Source: an optimization exercise on an open RTL-to-GDS flow (aim: small area, a short achievable clock period and few clock cycles). Production flows keep margins and buffers that such runs may drop.
At most, simulation tests tie the RTL to the original design; equivalence was not proved.

==> 01-25 <==
==> flow/design.v <==
module pfx_add15 (
  input  [14:0] a, b,
  input         cin,
  output [14:0] s,
  output        cout
);
  wire [15:0] g0 = {a & b, cin};
  wire [15:0] p0 = {a ^ b, 1'b0};
  wire [15:0] g1, p1, g2, p2, g3, p3, g4, p4;
  genvar i;
  generate
    for (i = 0; i < 16; i = i + 1) begin : l1
      if (i & 1) begin
        assign g1[i] = g0[i] | (p0[i] & g0[i-1]);
        assign p1[i] = p0[i] & p0[i-1];
      end else begin
        assign g1[i] = g0[i];
        assign p1[i] = p0[i];
      end
    end
    for (i = 0; i < 16; i = i + 1) begin : l2
      if (i & 2) begin
        assign g2[i] = g1[i] | (p1[i] & g1[(i & ~3) + 1]);
        assign p2[i] = p1[i] & p1[(i & ~3) + 1];
      end else begin
        assign g2[i] = g1[i];
        assign p2[i] = p1[i];
      end
    end
    for (i = 0; i < 16; i = i + 1) begin : l3
      if (i & 4) begin
        assign g3[i] = g2[i] | (p2[i] & g2[(i & ~7) + 3]);
        assign p3[i] = p2[i] & p2[(i & ~7) + 3];
      end else begin
        assign g3[i] = g2[i];
        assign p3[i] = p2[i];
      end
    end
    for (i = 0; i < 16; i = i + 1) begin : l4
      if (i & 8) begin
        assign g4[i] = g3[i] | (p3[i] & g3[7]);
        assign p4[i] = p3[i] & p3[7];
      end else begin
        assign g4[i] = g3[i];
        assign p4[i] = p3[i];
      end
    end
  endgenerate
  assign s    = p0[15:1] ^ g4[14:0];
  assign cout = g4[15];
endmodule
module wadd (
  input  [15:0] a, b,
  input         cin,
  output [15:0] r
);
  wire [14:0] lo;
  wire        c15;
  pfx_add15 u (.a(a[14:0]), .b(b[14:0]), .cin(cin), .s(lo), .cout(c15));
  assign r = {(a[15] == b[15]) ? a[15] : ~c15, lo};
endmodule
module wadd3 (
  input  [15:0] y, t0, t1, t2, e0,
  input         cin0, cin1, cin2,
  input         three,
  output [15:0] r
);
  wire [14:0] L = y[14:0];
  wire [14:0] a = t0[14:0], b = t1[14:0], c = t2[14:0];
  wire [14:0] s1 = L ^ a ^ b;
  wire [15:0] k1 = {(L & a) | (L & b) | (a & b), cin0};
  wire [14:0] s2 = s1 ^ k1[14:0] ^ c;
  wire [15:0] k2 = {(s1 & k1[14:0]) | (s1 & c) | (k1[14:0] & c), cin1};
  wire [14:0] lo;
  wire        cpa_c;
  pfx_add15 u (.a(three ? s2 : L), .b(three ? k2[14:0] : e0[14:0]),
               .cin(three ? cin2 : cin0), .s(lo), .cout(cpa_c));
  wire [14:0] u0s, u1s;
  wire        c0, co2;
  pfx_add15 u0 (.a(L), .b(a), .cin(cin0), .s(u0s), .cout(c0));
  pfx_add15 u1 (.a(s1), .b(k1[14:0]), .cin(cin1), .s(u1s), .cout(co2));
  wire c1 = k1[15] ^ co2 ^ c0;
  wire c2 = k2[15] ^ cpa_c ^ co2;
  wire S1 = (y[15] == t0[15]) ? y[15] : ~c0;
  wire S2 = (S1 == t1[15]) ? S1 : ~c1;
  wire S3 = (S2 == t2[15]) ? S2 : ~c2;
  wire E1 = (y[15] == e0[15]) ? y[15] : ~cpa_c;
  assign r = {three ? S3 : E1, lo};
endmodule
module recon_top_level #(parameter WIDTH = 15)(
  input  [WIDTH:0] Xo, Zo, Yo,
  input            clk,
  input            ext_reset,
  input  [1:0]     sel,
  output [WIDTH:0] mac_out,
  output [WIDTH:0] f,
  input            af_en,
  output           complete
);
  reg [15:0] X, Y, Z, M;
  reg [3:0]  cnt;
  reg        mac, hyp, pre1, pre2, dv;
  reg        three;            
  reg        last;             
  reg        s0, s1, af;       
  reg        done;
  assign mac_out  = M;
  assign f        = Z;
  assign complete = done;
  function [15:0] divop(input [15:0] w);
    divop = {w[15], w[14:0] >> 2};
  endfunction
  wire dy0 = mac ? Z[0] : dv ? ~Y[15] : Z[15];
  wire dy1 = three & Z[1];
  wire dy2 = three & Z[2];
  wire [31:0] xsx = {{16{X[15]}}, X} >> cnt;
  wire [31:0] ysx = {{16{Y[15]}}, Y} >> cnt;
  wire [15:0] xs = hyp ? xsx[15:0] : X;
  wire [15:0] ys = ysx[15:0];
  wire [15:0] e0 = xs ^ {16{dy0}};
  wire [15:0] t0 = X ^ {16{dy0}};
  wire [15:0] t1 = three ? ({X[15], X[15:1]} ^ {16{dy1}}) : 16'h0000;
  wire [15:0] t2 = three ? ({{2{X[15]}}, X[15:2]} ^ {16{dy2}}) : 16'h0000;
  wire [15:0] y_n;
  wadd3 yadd (.y(Y), .t0(t0), .t1(t1), .t2(t2), .e0(e0), .cin0(dy0),
              .cin1(dy1), .cin2(dy2), .three(three), .r(y_n));
  wire dx = hyp & Z[15];
  wire [15:0] x_n;
  wadd xadd (.a(X), .b(ys ^ {16{dx}}), .cin(dx), .r(x_n));
  reg [15:0] rz;
  always @*
    case (cnt)
      4'd1:  rz = 16'h0232;
      4'd2:  rz = 16'h0106;
      4'd3:  rz = 16'h0081;
      4'd4:  rz = 16'h0040;
      4'd5:  rz = 16'h0020;
      4'd6:  rz = 16'h0010;
      4'd7:  rz = 16'h0008;
      4'd8:  rz = 16'h0004;
      4'd9:  rz = 16'h0002;
      default: rz = 16'h0001;
    endcase
  wire [15:0] z_n;
  wadd zadd (.a(Z), .b(Z[15] ? rz : ~rz), .cin(~Z[15]), .r(z_n));
  wire       zin = Zo[15:11] == 5'b00000 || Zo[15:11] == 5'b11111;
  wire [9:0] dvec = zin ? {~Zo[2], ~Zo[3], ~Zo[4], ~Zo[5], ~Zo[6], ~Zo[7],
                           ~Zo[8], ~Zo[9], ~Zo[10], Zo[11]}
                        : {10{Zo[15]}};
  wire q = ~Y[15];
  wire go_exp = !s1 && af;
  wire [15:0] zmac = (s1 && !s0 && y_n[15]) ? 16'h0000 : y_n;
  always @(posedge clk) begin
    if (ext_reset) begin
      X     <= Xo;
      Y     <= Yo;
      Z     <= {6'b000000, dvec};
      s0    <= sel[0];
      s1    <= sel[1];
      af    <= af_en;
      cnt   <= 4'd0;
      mac   <= 1'b1;
      hyp   <= 1'b0;
      pre1  <= 1'b0;
      pre2  <= 1'b0;
      dv    <= 1'b0;
      three <= 1'b1;
      last  <= 1'b0;
      done  <= 1'b0;
    end else begin
      if (mac) begin
        Y     <= y_n;
        X     <= {{3{X[15]}}, X[15:3]};
        Z     <= {3'b000, Z[15:3]};
        cnt   <= cnt + 4'd3;
        three <= cnt != 4'd6;
        last  <= cnt == 4'd6;
        if (last) begin
          M     <= y_n;
          mac   <= 1'b0;
          three <= 1'b0;
          last  <= 1'b0;
          if (go_exp) begin
            X   <= 16'h04d4;
            Y   <= 16'h0000;
            Z   <= y_n;
            cnt <= 4'd1;
            hyp <= 1'b1;
          end else begin
            Z    <= s1 ? zmac : s0 ? 16'h07fe : 16'h0002;
            done <= 1'b1;
          end
        end
      end
      if (hyp) begin
        X    <= x_n;
        Y    <= y_n;
        Z    <= z_n;
        cnt  <= cnt + 4'd1;
        last <= cnt == 4'd9;
        if (last) begin
          cnt  <= 4'd0;
          hyp  <= 1'b0;
          last <= 1'b0;
          if (s0) begin
            X  <= divop(y_n);
            Y  <= divop(x_n);
            dv <= 1'b1;
          end else
            pre1 <= 1'b1;
        end
      end
      if (pre1) begin
        X    <= x_n;
        Y    <= 16'h0400;
        pre1 <= 1'b0;
        pre2 <= 1'b1;
      end
      if (pre2) begin
        X    <= divop(x_n);
        Y    <= divop(X);
        pre2 <= 1'b0;
        dv   <= 1'b1;
      end
      if (dv) begin
        Y    <= y_n;
        X    <= {X[15], X[15:1]};
        Z    <= {Z[14:0], q};
        cnt  <= cnt + 4'd1;
        last <= cnt == 4'd8;
        if (last) begin
          Z    <= {{5{~Z[8]}}, Z[7:0], q, 2'b10};
          dv   <= 1'b0;
          last <= 1'b0;
          done <= 1'b1;
        end
      end
    end
  end
endmodule
==> flow/run.sh <==
#!/bin/bash
# synth_recipe.tcl (not shown) runs the flow's synth.tcl, then flattens the netlist and writes it again
# the make line also repeats each setting of config.mk as NAME=value (left out here)
make -C /OpenROAD-flow-scripts/flow DESIGN_CONFIG=/design/flow/config.mk WORK_HOME=/design/flow/orfs CLKGATE_MAP_FILE= SYNTH_SCRIPT=/design/flow/synth_recipe.tcl finish
==> flow/config.mk <==
export PLATFORM = sky130hd
export DESIGN_NAME = recon_top_level
export DESIGN_NICKNAME = recon_top_level
export VERILOG_FILES = /design/flow/design.v
export SDC_FILE = /design/flow/constraint.sdc
export NUM_CORES = 4
export LEC_CHECK = 0
export CAP_MARGIN = 20
export CORE_MARGIN = 2
export CORE_UTILIZATION = 40
export SLEW_MARGIN = 20
==> flow/constraint.sdc <==
create_clock -name core_clock -period 8.5 [get_ports {clk}]
set_input_delay 1.7000 -clock core_clock [delete_from_list [all_inputs] [get_ports {clk}]]
set_output_delay 1.7000 -clock core_clock [all_outputs]
set_load 0.01 [all_outputs]
==> 12-06: changes against 01-25 <==
==> flow/design.v, changed modules only <==
module recon_top_level #(parameter WIDTH = 15)(
  input  [WIDTH:0] Xo, Zo, Yo,
  input            clk,
  input            ext_reset,
  input  [1:0]     sel,
  output [WIDTH:0] mac_out,
  output [WIDTH:0] f,
  input            af_en,
  output           complete
);
  reg [15:0] X, Y, Z, M;
  reg [3:0]  cnt;
  reg        mac, hyp, pre1, pre2, dv;
  reg        three;            
  reg        dr;               
  reg        zfirst;           
  reg        last;             
  reg        s0, s1, af;       
  reg        done;
  assign mac_out  = M;
  assign f        = s1 ? ((s0 || !M[15]) ? M : 16'h0000) : Z;
  assign complete = done;
  function [15:0] divop(input [15:0] w);
    divop = {w[15], w[14:0] >> 2};
  endfunction
  wire dy0 = dr;
  wire dy1 = three & Z[1];
  wire dy2 = three & Z[2];
  wire [31:0] xsx = {{16{X[15]}}, X} >> cnt;
  wire [31:0] ysx = {{16{Y[15]}}, Y} >> cnt;
  wire [15:0] xs = hyp ? xsx[15:0] : X;
  wire [15:0] ys = ysx[15:0];
  wire [15:0] e0 = xs ^ {16{dy0}};
  wire [15:0] t0 = X ^ {16{dy0}};
  wire [15:0] t1 = three ? ({X[15], X[15:1]} ^ {16{dy1}}) : 16'h0000;
  wire [15:0] t2 = three ? ({{2{X[15]}}, X[15:2]} ^ {16{dy2}}) : 16'h0000;
  wire [15:0] y_n;
  wadd3 yadd (.y(Y), .t0(t0), .t1(t1), .t2(t2), .e0(e0), .cin0(dy0),
              .cin1(dy1), .cin2(dy2), .three(three), .r(y_n));
  wire dx = hyp & dr;
  wire [15:0] x_n;
  wadd xadd (.a(X), .b(ys ^ {16{dx}}), .cin(dx), .r(x_n));
  reg [15:0] rz;
  always @*
    case (cnt)
      4'd1:  rz = 16'h0232;
      4'd2:  rz = 16'h0106;
      4'd3:  rz = 16'h0081;
      4'd4:  rz = 16'h0040;
      4'd5:  rz = 16'h0020;
      4'd6:  rz = 16'h0010;
      4'd7:  rz = 16'h0008;
      4'd8:  rz = 16'h0004;
      4'd9:  rz = 16'h0002;
      default: rz = 16'h0001;
    endcase
  wire [15:0] z_n;
  wadd zadd (.a(zfirst ? M : Z), .b(dr ? rz : ~rz), .cin(~dr), .r(z_n));
  wire       zin = Zo[15:11] == 5'b00000 || Zo[15:11] == 5'b11111;
  wire [9:0] dvec = zin ? {~Zo[2], ~Zo[3], ~Zo[4], ~Zo[5], ~Zo[6], ~Zo[7],
                           ~Zo[8], ~Zo[9], ~Zo[10], Zo[11]}
                        : {10{Zo[15]}};
  wire [15:0] st_y;
  wadd sadd (.a(Yo), .b(Xo ^ {16{dvec[0]}}), .cin(dvec[0]), .r(st_y));
  wire q = ~Y[15];
  wire go_exp = !s1 && af;
  always @(posedge clk) begin
    if (ext_reset) begin
      X     <= {Xo[15], Xo[15:1]};
      Y     <= st_y;
      Z     <= {7'b0000000, dvec[9:1]};
      dr    <= dvec[1];
      s0    <= sel[0];
      s1    <= sel[1];
      af    <= af_en;
      cnt   <= 4'd1;
      mac   <= 1'b1;
      hyp   <= 1'b0;
      pre1  <= 1'b0;
      pre2  <= 1'b0;
      dv    <= 1'b0;
      three <= 1'b1;
      last  <= 1'b0;
      done  <= 1'b0;
    end else begin
      if (mac) begin
        Y     <= y_n;
        X     <= {{3{X[15]}}, X[15:3]};
        Z     <= {3'b000, Z[15:3]};
        dr    <= Z[3];
        cnt   <= cnt + 4'd3;
        last  <= cnt == 4'd4;
        if (last) begin
          M     <= y_n;
          mac   <= 1'b0;
          three <= 1'b0;
          last  <= 1'b0;
          if (go_exp) begin
            X   <= 16'h04d4;
            Y   <= 16'h0000;
            dr  <= y_n[15];
            zfirst <= 1'b1;
            cnt <= 4'd1;
            hyp <= 1'b1;
          end else begin
            Z    <= s0 ? 16'h07fe : 16'h0002;
            done <= 1'b1;
          end
        end
      end
      if (hyp) begin
        X    <= x_n;
        Y    <= y_n;
        Z    <= z_n;
        dr   <= z_n[15];
        zfirst <= 1'b0;
        cnt  <= cnt + 4'd1;
        last <= cnt == 4'd9;
        if (last) begin
          cnt  <= 4'd0;
          hyp  <= 1'b0;
          last <= 1'b0;
          pre1 <= 1'b1;
        end
      end
      if (pre1) begin
        pre1 <= 1'b0;
        if (s0) begin
          X  <= divop(Y);
          Y  <= divop(X);
          dr <= ~X[15];
          dv <= 1'b1;
        end else begin
          X    <= x_n;
          Y    <= 16'h0400;
          pre2 <= 1'b1;
        end
      end
      if (pre2) begin
        X    <= divop(x_n);
        Y    <= divop(X);
        dr   <= ~X[15];
        pre2 <= 1'b0;
        dv   <= 1'b1;
      end
      if (dv) begin
        Y    <= y_n;
        X    <= {X[15], X[15:1]};
        Z    <= {Z[14:0], q};
        dr   <= ~y_n[15];
        cnt  <= cnt + 4'd1;
        last <= cnt == 4'd8;
        if (last) begin
          Z    <= {{5{~Z[8]}}, Z[7:0], q, 2'b10};
          dv   <= 1'b0;
          last <= 1'b0;
          done <= 1'b1;
        end
      end
    end
  end
endmodule
--- a/flow/config.mk
+++ b/flow/config.mk
@@ -5,7 +5,9 @@
 export SDC_FILE = /design/flow/constraint.sdc
 export NUM_CORES = 4
 export LEC_CHECK = 0
+export ABC_AREA = 1
 export CAP_MARGIN = 20
 export CORE_MARGIN = 2
 export CORE_UTILIZATION = 40
+export SETUP_SLACK_MARGIN = 4
 export SLEW_MARGIN = 20
==> 07-09: changes against 01-25 <==
==> flow/design.v, changed modules only <==
module wadd3 (
  input  [15:0] y, t0, t1, t2,
  input         cin0, cin1, cin2,
  input         three,
  output [15:0] r
);
  wire [14:0] L = y[14:0];
  wire [14:0] a = t0[14:0], b = t1[14:0], c = t2[14:0];
  wire [14:0] s1 = L ^ a ^ b;
  wire [15:0] k1 = {(L & a) | (L & b) | (a & b), cin0};
  wire [14:0] s2 = s1 ^ k1[14:0] ^ c;
  wire [15:0] k2 = {(s1 & k1[14:0]) | (s1 & c) | (k1[14:0] & c), cin1};
  wire [14:0] lo;
  wire        cpa_c;
  pfx_add15 u (.a(three ? s2 : L), .b(three ? k2[14:0] : a),
               .cin(three ? cin2 : cin0), .s(lo), .cout(cpa_c));
  wire [14:0] u0s, u1s;
  wire        c0, co2;
  pfx_add15 u0 (.a(L), .b(a), .cin(cin0), .s(u0s), .cout(c0));
  pfx_add15 u1 (.a(s1), .b(k1[14:0]), .cin(cin1), .s(u1s), .cout(co2));
  wire c1 = k1[15] ^ co2 ^ c0;
  wire c2 = k2[15] ^ cpa_c ^ co2;
  wire S1 = (y[15] == t0[15]) ? y[15] : ~c0;
  wire S2 = (S1 == t1[15]) ? S1 : ~c1;
  wire S3 = (S2 == t2[15]) ? S2 : ~c2;
  assign r = {three ? S3 : S1, lo};
endmodule
module recon_top_level #(parameter WIDTH = 15)(
  input  [WIDTH:0] Xo, Zo, Yo,
  input            clk,
  input            ext_reset,
  input  [1:0]     sel,
  output [WIDTH:0] mac_out,
  output [WIDTH:0] f,
  input            af_en,
  output           complete
);
  localparam [2:0] P_MAC = 3'd0, P_EXP = 3'd1, P_PRE1 = 3'd2, P_PRE2 = 3'd3,
                   P_DIV = 3'd4, P_IDLE = 3'd5;
  reg [15:0] X, Y, Z, M;
  reg [3:0]  cnt;
  reg [2:0]  ph;
  reg        s0, s1, af;       
  reg        done;
  assign mac_out  = M;
  assign f        = Z;
  assign complete = done;
  function [15:0] divop(input [15:0] w);
    divop = {w[15], w[14:0] >> 2};
  endfunction
  wire mac  = ph == P_MAC;
  wire hyp  = ph == P_EXP;
  wire dv   = ph == P_DIV;
  wire mac3 = mac && cnt != 4'd9;
  wire dy0 = mac ? Z[0] : dv ? ~Y[15] : Z[15];
  wire dy1 = mac3 & Z[1];
  wire dy2 = mac3 & Z[2];
  wire [31:0] xsx = {{16{X[15]}}, X} >> cnt;
  wire [31:0] ysx = {{16{Y[15]}}, Y} >> cnt;
  wire [15:0] xs = hyp ? xsx[15:0] : X;
  wire [15:0] ys = ysx[15:0];
  wire [15:0] t0 = xs ^ {16{dy0}};
  wire [15:0] t1 = mac3 ? ({X[15], X[15:1]} ^ {16{dy1}}) : 16'h0000;
  wire [15:0] t2 = mac3 ? ({{2{X[15]}}, X[15:2]} ^ {16{dy2}}) : 16'h0000;
  wire [15:0] y_n;
  wadd3 yadd (.y(Y), .t0(t0), .t1(t1), .t2(t2), .cin0(dy0), .cin1(dy1),
              .cin2(dy2), .three(mac3), .r(y_n));
  wire dx = hyp & Z[15];
  wire [15:0] x_n;
  wadd xadd (.a(X), .b(ys ^ {16{dx}}), .cin(dx), .r(x_n));
  reg [15:0] rz;
  always @*
    case (cnt)
      4'd1:  rz = 16'h0232;
      4'd2:  rz = 16'h0106;
      4'd3:  rz = 16'h0081;
      4'd4:  rz = 16'h0040;
      4'd5:  rz = 16'h0020;
      4'd6:  rz = 16'h0010;
      4'd7:  rz = 16'h0008;
      4'd8:  rz = 16'h0004;
      4'd9:  rz = 16'h0002;
      default: rz = 16'h0001;
    endcase
  wire [15:0] z_n;
  wadd zadd (.a(Z), .b(Z[15] ? rz : ~rz), .cin(~Z[15]), .r(z_n));
  wire       zin = Zo[15:11] == 5'b00000 || Zo[15:11] == 5'b11111;
  wire [9:0] dvec = zin ? {~Zo[2], ~Zo[3], ~Zo[4], ~Zo[5], ~Zo[6], ~Zo[7],
                           ~Zo[8], ~Zo[9], ~Zo[10], Zo[11]}
                        : {10{Zo[15]}};
  wire q = ~Y[15];
  always @(posedge clk) begin
    if (ext_reset) begin
      X    <= Xo;
      Y    <= Yo;
      Z    <= {6'b000000, dvec};
      s0   <= sel[0];
      s1   <= sel[1];
      af   <= af_en;
      cnt  <= 4'd0;
      ph   <= P_MAC;
      done <= 1'b0;
    end else begin
      case (ph)
        P_MAC: begin
          Y   <= y_n;
          X   <= {{3{X[15]}}, X[15:3]};
          Z   <= {3'b000, Z[15:3]};
          cnt <= cnt + 4'd3;
          if (cnt == 4'd9) begin
            M <= y_n;
            if (s1) begin
              Z    <= (s0 || !y_n[15]) ? y_n : 16'h0000;
              ph   <= P_IDLE;
              done <= 1'b1;
            end else if (!af) begin
              Z    <= s0 ? 16'h07fe : 16'h0002;
              ph   <= P_IDLE;
              done <= 1'b1;
            end else begin
              X   <= 16'h04d4;
              Y   <= 16'h0000;
              Z   <= y_n;
              cnt <= 4'd1;
              ph  <= P_EXP;
            end
          end
        end
        P_EXP: begin
          X   <= x_n;
          Y   <= y_n;
          Z   <= z_n;
          cnt <= cnt + 4'd1;
          if (cnt == 4'd10) begin
            cnt <= 4'd0;
            if (s0) begin
              X  <= divop(y_n);
              Y  <= divop(x_n);
              ph <= P_DIV;
            end else
              ph <= P_PRE1;
          end
        end
        P_PRE1: begin
          X  <= x_n;
          Y  <= 16'h0400;
          ph <= P_PRE2;
        end
        P_PRE2: begin
          X  <= divop(x_n);
          Y  <= divop(X);
          ph <= P_DIV;
        end
        P_DIV: begin
          Y   <= y_n;
          X   <= {X[15], X[15:1]};
          Z   <= {Z[14:0], q};
          cnt <= cnt + 4'd1;
          if (cnt == 4'd9) begin
            Z    <= {{5{~Z[8]}}, Z[7:0], q, 2'b10};
            ph   <= P_IDLE;
            done <= 1'b1;
          end
        end
        default: ;
      endcase
    end
  end
endmodule
--- a/flow/config.mk
+++ b/flow/config.mk
@@ -8,4 +8,5 @@
 export CAP_MARGIN = 20
 export CORE_MARGIN = 2
 export CORE_UTILIZATION = 40
+export SETUP_SLACK_MARGIN = 3
 export SLEW_MARGIN = 20
==> run notes <==
Of 07-09 and 01-25, 07-09 has the higher utilization (gap 5.8 points). The lowest clock skew belongs to 01-25, the highest to 12-06. 12-06 ran to the end with no violations. 01-25 passed the timing, design-rule and antenna checks. 07-09 finished clean. Maximum frequency, lowest first: 01-25, 07-09, 12-06. Between 01-25 and 12-06, the lower final cell count is in 01-25 (gap 18%, measured against 12-06).
==> figures <==
Result of the run: 12-06 finished clean; 07-09 finished clean; 01-25 finished clean
Row count: 12-06 62; 07-09 60; 01-25 61
Maximum operating frequency: 12-06 225 MHz; 07-09 168 MHz; 01-25 156 MHz
Footprint of the multi-input gates: 12-06 8460 um^2; 07-09 8250 um^2; 01-25 8260 um^2
Clock sinks: 12-06 91; 07-09 85; 01-25 89
FFs & Latches: 12-06 91; 07-09 85; 01-25 89
Average via count per standard cell: 12-06 5.76; 07-09 6.22; 01-25 6.12
Worst R2R Start: 12-06 dr; 07-09 cnt[0]; 01-25 dv
Final worst-path cycle share: 12-06 52.4%; 07-09 70.1%; 01-25 75.5%
Testbench counts of 12-06, summed over its fixed seeds: cycles 22,142.
The RTL of 01-25 and 07-09 was laid out without a check of its function.

## afterwards: timing with drivers on the ports
The results above use ideal ports. As a check the final layouts listed here were re-extracted and re-timed, cells and wires unchanged.
Step 1 (the two cells are an assumption about what drives the block):
set clk [get_ports {clk}]
set_driving_cell -lib_cell sky130_fd_sc_hd__clkbuf_16 $clk
set_driving_cell -lib_cell sky130_fd_sc_hd__buf_2 [delete_from_list [all_inputs] $clk]
Step 2 also shifts input and output timing later by t, the mid clock arrival at the registers, as if the neighbouring blocks saw the same clock.
Three values: ideal ports, drivers, drivers and shift; two values: the first two.
run | t, ns | setup WS [ns] | clock arrival spread, ns | cell pins on the clock port's net
01-25 | 0.410 | 2.082 / 2.082 / 2.082 | 0.009 / 0.010 | 1
12-06 | 0.403 | 4.046 / 4.046 / 3.855 | 0.017 / 0.017 | 1
07-09 | 0.399 | 2.541 / 2.541 / 2.541 | 0.011 / 0.011 | 1
After both steps setup and hold are still met in every run listed. For 12-06, which loses most, drivers alone change the setup slack by 0.000 ns; drivers and shift together by -0.191 ns.
